From an optimization exercise on the open Yosys and OpenROAD flow, aimed at small area, a short achievable clock period and few clock cycles per item; shortcuts taken in it are not production practice.
Only simulation tests tie the RTL to the original design; equivalence was not proved.

Setup of build 64:
// fast_power
module fast_power (
    input             clk,
    input             rst,
    input             start,
    input      [31:0] base,
    input      [31:0] exponent,
    output     [31:0] result,
    output reg        done
);
  reg        busy;
  reg        r_one;    
  reg        op_r;     
  reg [31:0] e;        
  reg        b_s;
  reg  [7:0] b_e;
  reg        b_l;
  reg [22:0] b_f;
  reg        r_s;
  reg  [7:0] r_e;
  reg        r_l;
  reg [22:0] r_f;
  assign result = {r_s, r_e, r_f};
  wire b_den  = ~b_l & (|b_f);           
  wire r_den  = ~r_l & (|r_f);
  wire e_zero = ~(|e);
  wire e_last = ~(|e[31:1]);
  wire        x_s = op_r ? r_s : b_s;
  wire  [7:0] x_e = op_r ? r_e : b_e;
  wire        x_l = op_r ? r_l : b_l;
  wire [22:0] x_f = op_r ? r_f : b_f;
  wire [47:0] p;
  fpu_multiply mul (.x(x_f), .y(b_f), .p(p));
  wire        m_zero = ~(x_l & b_l);
  wire  [7:0] e_hi   = x_e + b_e + 8'd130;           
  wire  [7:0] e_lo   = x_e + b_e + 8'd129;
  wire  [7:0] m_e    = m_zero ? 8'd0 : (p[47] ? e_hi : e_lo);
  wire [22:0] m_f    = m_zero ? 23'd0 : (p[47] ? p[46:24] : p[45:23]);
  wire        m_s    = x_s ^ b_s;
  wire        m_l    = ~m_zero & (p[47] ? (|e_hi) : (|e_lo));
  wire cap      = ~busy & ~done;               
  wire do_bnorm = busy & b_den;
  wire do_rnorm = busy & ~b_den & op_r & r_den;
  wire do_rmul  = busy & ~b_den & op_r & ~r_den;
  wire do_step  = busy & ~b_den & ~op_r & ~e_zero;    
  wire do_copy  = do_step & e[0] & r_one;
  wire finish   = e_zero | ((do_rmul | do_step) & e_last);
  wire [32:0] b_v    = {b_s, b_e, b_l, b_f};
  wire [32:0] r_v    = {r_s, r_e, r_l, r_f};
  wire [32:0] m_v    = {m_s, m_e, m_l, m_f};
  wire [32:0] base_v = {base[31], base[30:23], |base[30:23], base[22:0]};
  wire [32:0] one_v  = {1'b0, 8'd127, 1'b1, 23'd0};
  wire [32:0] b_sh   = {b_s, b_e - 8'd1, b_f, 1'b0};
  wire [32:0] r_sh   = {r_s, r_e - 8'd1, r_f, 1'b0};
  wire b_hold = ~(cap | do_bnorm | do_step);
  wire r_hold = ~(cap | do_rnorm | do_rmul | do_copy);
  wire [32:0] b_n = ({33{cap}} & base_v) | ({33{do_bnorm}} & b_sh) |
                    ({33{do_step}} & m_v) | ({33{b_hold}} & b_v);
  wire [32:0] r_n = ({33{cap}} & one_v) | ({33{do_rnorm}} & r_sh) |
  ...
Size: roughly 2,400 cells after synthesis, ~100 I/O pins, about 18,000 µm² of cells after synthesis.
export LEC_CHECK = 0
export ABC_AREA = 1
export CAP_MARGIN = 40
export CORE_MARGIN = 2
export CORE_UTILIZATION = 40
export SLEW_MARGIN = 75
create_clock -name core_clock -period 24.0 [get_ports {clk}]
standard.sh (not shown) runs the stock make flow with config.mk's settings and CLKGATE_MAP_FILE= SYNTH_SCRIPT=/design/flow/synth_recipe.tcl, a recipe that flattens the netlist after the stock synthesis.
==> flow/flow/run.sh <==
#!/bin/bash
# Standard layout with two changes: the port buffers are buf_1 cells instead
# of the default delay buffers, and after the standard synthesis the netlist's
# inverters around full adders are removed by flow/fa_polarity.py (a full
# adder with all inputs inverted gives both outputs inverted). Each tool's
# output goes to a log file of its own here.
set -euo pipefail
export BUFFER_PORTS_ARGS="-buffer_cell sky130_fd_sc_hd__buf_1"
bash standard.sh synth > synth.log 2>&1
R=orfs/results/sky130hd/fast_power/base
cp $R/1_2_yosys.v 1_2_yosys.standard.v
python3 flow/fa_polarity.py 1_2_yosys.standard.v $R/1_2_yosys.v > fa_polarity.log 2>&1
rm -f $R/1_synth.odb $R/1_synth.sdc
bash standard.sh > layout.log 2>&1
Other scripts of this flow, unchanged in this note and not shown: flow/flow/fa_polarity.py
Build 64: no failed stages, no open violations at the end
Testbench counts of build 64, summed over its fixed seeds: cycles 59,928, items 2,400.
--- input diff build 64..build 81 ---
-- flow/config.mk --
<<< build 64, line 9
export CAP_MARGIN = 40
>>> build 81, line 9
export CAP_MARGIN = 60
<<< build 64, line 11
export CORE_UTILIZATION = 40
>>> build 81, line 11
export CORE_UTILIZATION = 60
export PLACE_DENSITY = 0.75
Notes after the runs:
- [compare] base=build 64 new=build 81: path depth of the worst reg2reg path went up; worst setup slack went down.
- Compared to build 64, build 81 has routed length on met1 4800 µm lower.
- Re cell area after layout: build 64 and build 81 aren't equal, and the lower value belongs to build 81.
- Build 81 ends up with lower routed length on met2 than build 64 does.
Edits applied to the flow inputs when going from build 81 to build 44:
-- flow/config.mk --
<<< build 81, line 9
export CAP_MARGIN = 60
>>> build 44, line 9
export CAP_MARGIN = 80
<<< build 81, line 11
export CORE_UTILIZATION = 60
export PLACE_DENSITY = 0.75
>>> build 44, line 11
export CORE_UTILIZATION = 40
Compare build 81 and build 44 | utilization lower: build 44. Compared with build 81, build 44 instantiates a larger number of standard cells. As of build 44, routed length per placed instance had fallen by a few percent compared to build 81. Build 44 gives less sequential fraction of total cell area than build 81 did. Diff build 81 and build 44: maximum number of pins on one net before global-route repair lower in build 44. Via count of the first global-routing pass (higher): build 81. The clock network contribution to total cell area of build 44 falls short of that of build 81 by 0.23 points. Of the two values seen for timing endpoint of the critical path, b_l was produced by build 44 and r_f[9] by build 81.

Setup of job 455:
Another version of the RTL of fast_power (not shown whole).
Size: about 130 flip-flops, ~100 I/O pins, about 23,000 µm² of cells after synthesis.
Design fast_power, start of the top module:
module fast_power (
    input             clk,
    input             rst,
    input             start,
    input      [31:0] base,
    input      [31:0] exponent,
    output     [31:0] result,
    output reg        done
);
clock: 24.0 ns
lec_check: 0
abc_area: 1
cap_margin: 60
core_margin: 2
core_utilization: 60
slew_margin: 60
run.sh (not shown) runs the stock make flow with config.mk's settings and CLKGATE_MAP_FILE= SYNTH_SCRIPT=/design/flow/synth_recipe.tcl, a recipe that flattens the netlist after the stock synthesis.
Stock flow here: none of the scripts above is used.
Testbench counts of job 455, summed over its fixed seeds: cycles 59,928, items 2,400.
### job 455 -> job 5790
# job 455
export LEC_CHECK = 0
export ABC_AREA = 1
export CAP_MARGIN = 60
export CORE_MARGIN = 2
export CORE_UTILIZATION = 60
export SLEW_MARGIN = 60
create_clock -name core_clock -period 24.0 [get_ports {clk}]
# job 5790
export LEC_CHECK = 0
export ABC_AREA = 1
export CAP_MARGIN = 60
export CORE_MARGIN = 2
export CORE_UTILIZATION = 40
export SLEW_MARGIN = 75
create_clock -name core_clock -period 24.0 [get_ports {clk}]
==> comparison <==
Critical path depth sits higher in job 5790 than in job 455. Looking only at sequential share of layout area, and setting everything else aside, the lower value of job 5790 and job 455 goes to job 5790. Measured against each other, job 5790 and job 455 differ in slew at the pin closest to its max-slew limit, the lower figure coming from job 5790. Comparing register-to-register slack for job 5790 and job 455, the smaller number came from job 455. Vias after detailed routing (job 5790 vs. job 455) decreases by a few percent. Standard cell area after detailed placement for job 5790 is higher than for job 455. Compared with job 455, job 5790 shows share of the cycle needed by the critical path after routing lower by 2.2 points.
--- input diff job 5790..job 2246 ---
# job 5790
export LEC_CHECK = 0
export ABC_AREA = 1
export CAP_MARGIN = 60
export CORE_MARGIN = 2
export CORE_UTILIZATION = 40
export SLEW_MARGIN = 75
create_clock -name core_clock -period 24.0 [get_ports {clk}]
# job 2246
export LEC_CHECK = 0
export ABC_AREA = 0
export CAP_MARGIN = 60
export CORE_MARGIN = 2
export CORE_UTILIZATION = 40
export SLEW_MARGIN = 60
create_clock -name core_clock -period 24.0 [get_ports {clk}]
==> run notes <==
Job 2246 finished end to end and its layout was clean on timing, DRC and antenna. Taking job 5790 over job 2246, the area of the core ratio works out to 0.901. A main combinational cell family by area after synthesis of adder cells is what job 5790 shows, while compound AO/OA/AOI/OAI gates belongs to job 2246. Maximum fanout along the worst path (job 2246 over job 5790): increase, 120%. x_f[3] as the worst setup path endpoint was reported by job 2246, and x_f[18] by job 5790. STATUS wire length: job 2246 loses against job 5790. Relative to job 5790, fraction of the cycle the final worst path needs has increased by 5.3 points in job 2246. Job 2246 leaves less setup margin than job 5790. Job 2246 vs job 5790 — end-of-flow core utilization dropped 1.8 points. On post-synthesis share of cell area spent on and, or, nand and nor gates: between job 5790 and job 2246, it ends up lower for job 2246. Sequential share of layout area for job 2246: 0.54 points down relative to job 5790.
Changes in job 941 relative to job 2246:
# job 2246
export LEC_CHECK = 0
export ABC_AREA = 0
export CAP_MARGIN = 60
export CORE_MARGIN = 2
export CORE_UTILIZATION = 40
export SLEW_MARGIN = 60
create_clock -name core_clock -period 24.0 [get_ports {clk}]
# job 941
export LEC_CHECK = 0
export ABC_AREA = 1
export CAP_MARGIN = 60
export CORE_MARGIN = 2
export CORE_UTILIZATION = 40
export SLEW_MARGIN = 85
create_clock -name core_clock -period 24.0 [get_ports {clk}]
Findings:
Looking at the reports, job 941 completed the entire flow and the layout it produced met the timing, DRC and antenna checks. In the tables for job 2246 and job 941, global-route usage over all layers reads lower with job 2246. Job 2246 -> job 941: non-clock buffer total of the final layout increased by more than half. Relative to job 2246, the via count measured on job 941 has decreased by a little under 10%. Of the two values seen for top routing layer in use, met5 was produced by job 2246 and met4 by job 941. Of job 2246 and job 941, the run reporting the lower worst setup slack was job 2246. On job 941: multi-input combinational cell count is about 11% lower than what job 2246 gave. Post-synthesis cell area on job 941 is ahead of job 2246. Job 941 against job 2246: routability congestion estimate rose 0.052; final clock period utilization by the worst path fell 3.1 points; core utilization rose 14 points.
> inputs changed (job 941 -> job 7776)
# job 941
export LEC_CHECK = 0
export ABC_AREA = 1
export CAP_MARGIN = 60
export CORE_MARGIN = 2
export CORE_UTILIZATION = 40
export SLEW_MARGIN = 85
create_clock -name core_clock -period 24.0 [get_ports {clk}]
# job 7776
export LEC_CHECK = 0
export ABC_AREA = 1
export CAP_MARGIN = 60
export CORE_MARGIN = 2
export CORE_UTILIZATION = 40
export SLEW_MARGIN = 60
create_clock -name core_clock -period 24.0 [get_ports {clk}]
==> run notes <==
Compare job 941 and job 7776 | critical path required time lower: job 7776. The part of the cycle the worst path needs in job 7776 sits 0.40 points below the value recorded for job 941. Compared to job 941, job 7776 shows a wider setup margin.
Inputs modified between job 7776 and job 3740:
# job 7776
export LEC_CHECK = 0
export ABC_AREA = 1
export CAP_MARGIN = 60
export CORE_MARGIN = 2
export CORE_UTILIZATION = 40
export SLEW_MARGIN = 60
create_clock -name core_clock -period 24.0 [get_ports {clk}]
# job 3740
export LEC_CHECK = 0
export ABC_AREA = 1
export CAP_MARGIN = 20
export CORE_MARGIN = 2
export CORE_UTILIZATION = 40
export SLEW_MARGIN = 90
create_clock -name core_clock -period 24.0 [get_ports {clk}]
[summary]
As far as post-synthesis share of cell area spent on full adders, half adders and majority gates goes, job 3740 and job 7776 are indistinguishable; the numbers are identical. As far as synthesized-area fraction occupied by and/or/nand/nor cells goes, job 7776 and job 3740 are indistinguishable; the numbers are identical. The log for job 3740 ends in global routing with error GRT-0116, so the run never completed. Placed wire-length estimate delta (job 3740 − job 7776): unfavourable. Xor and xnor fraction of the mapped netlist area came out exactly the same in job 7776 and job 3740. [compare] base=job 7776 new=job 3740: total placed cells including tap cells moved up; total of hold buffers inserted after clock tree synthesis level; boundary pin count level.

[static timing again, ports no longer ideal]
In the flow no input, the clock included, has a driving cell. The finished layouts below were timed again as built, in two steps. Step 1, drivers: a clkbuf_16 drives clk and a buf_2 each remaining input, both assumed. Step 2, shift: input delay + t, output delay - t, t = (earliest + latest rising clock arrival at the registers) / 2. This alone moves slack from input paths to output paths. Slacks: ideal / step 1 / step 2; pairs: ideal / step 1.
run	t, ns	setup slack, ns	worst setup path after step 2	latest minus earliest clock arrival (ns)	worst data-port slew with drivers (ns)
build 64	0.402	16.742 / 16.742 / 16.742	register to register	0.019 / 0.019	0.05
build 81	0.395	16.716 / 16.716 / 16.716	register to register	0.013 / 0.013	0.04
build 44	0.402	16.871 / 16.871 / 16.871	register to register	0.012 / 0.012	0.05
job 455	0.479	16.358 / 16.358 / 16.358	register to register	0.009 / 0.009	0.06
job 5790	0.468	16.892 / 16.892 / 16.892	register to register	0.012 / 0.012	0.06
job 2246	0.484	15.618 / 15.618 / 15.618	register to register	0.016 / 0.016	0.05
job 941	0.475	16.365 / 16.365 / 16.365	register to register	0.011 / 0.011	0.06
job 7776	0.470	16.461 / 16.461 / 16.461	register to register	0.012 / 0.011	0.06
After both steps every run listed still meets setup and hold.
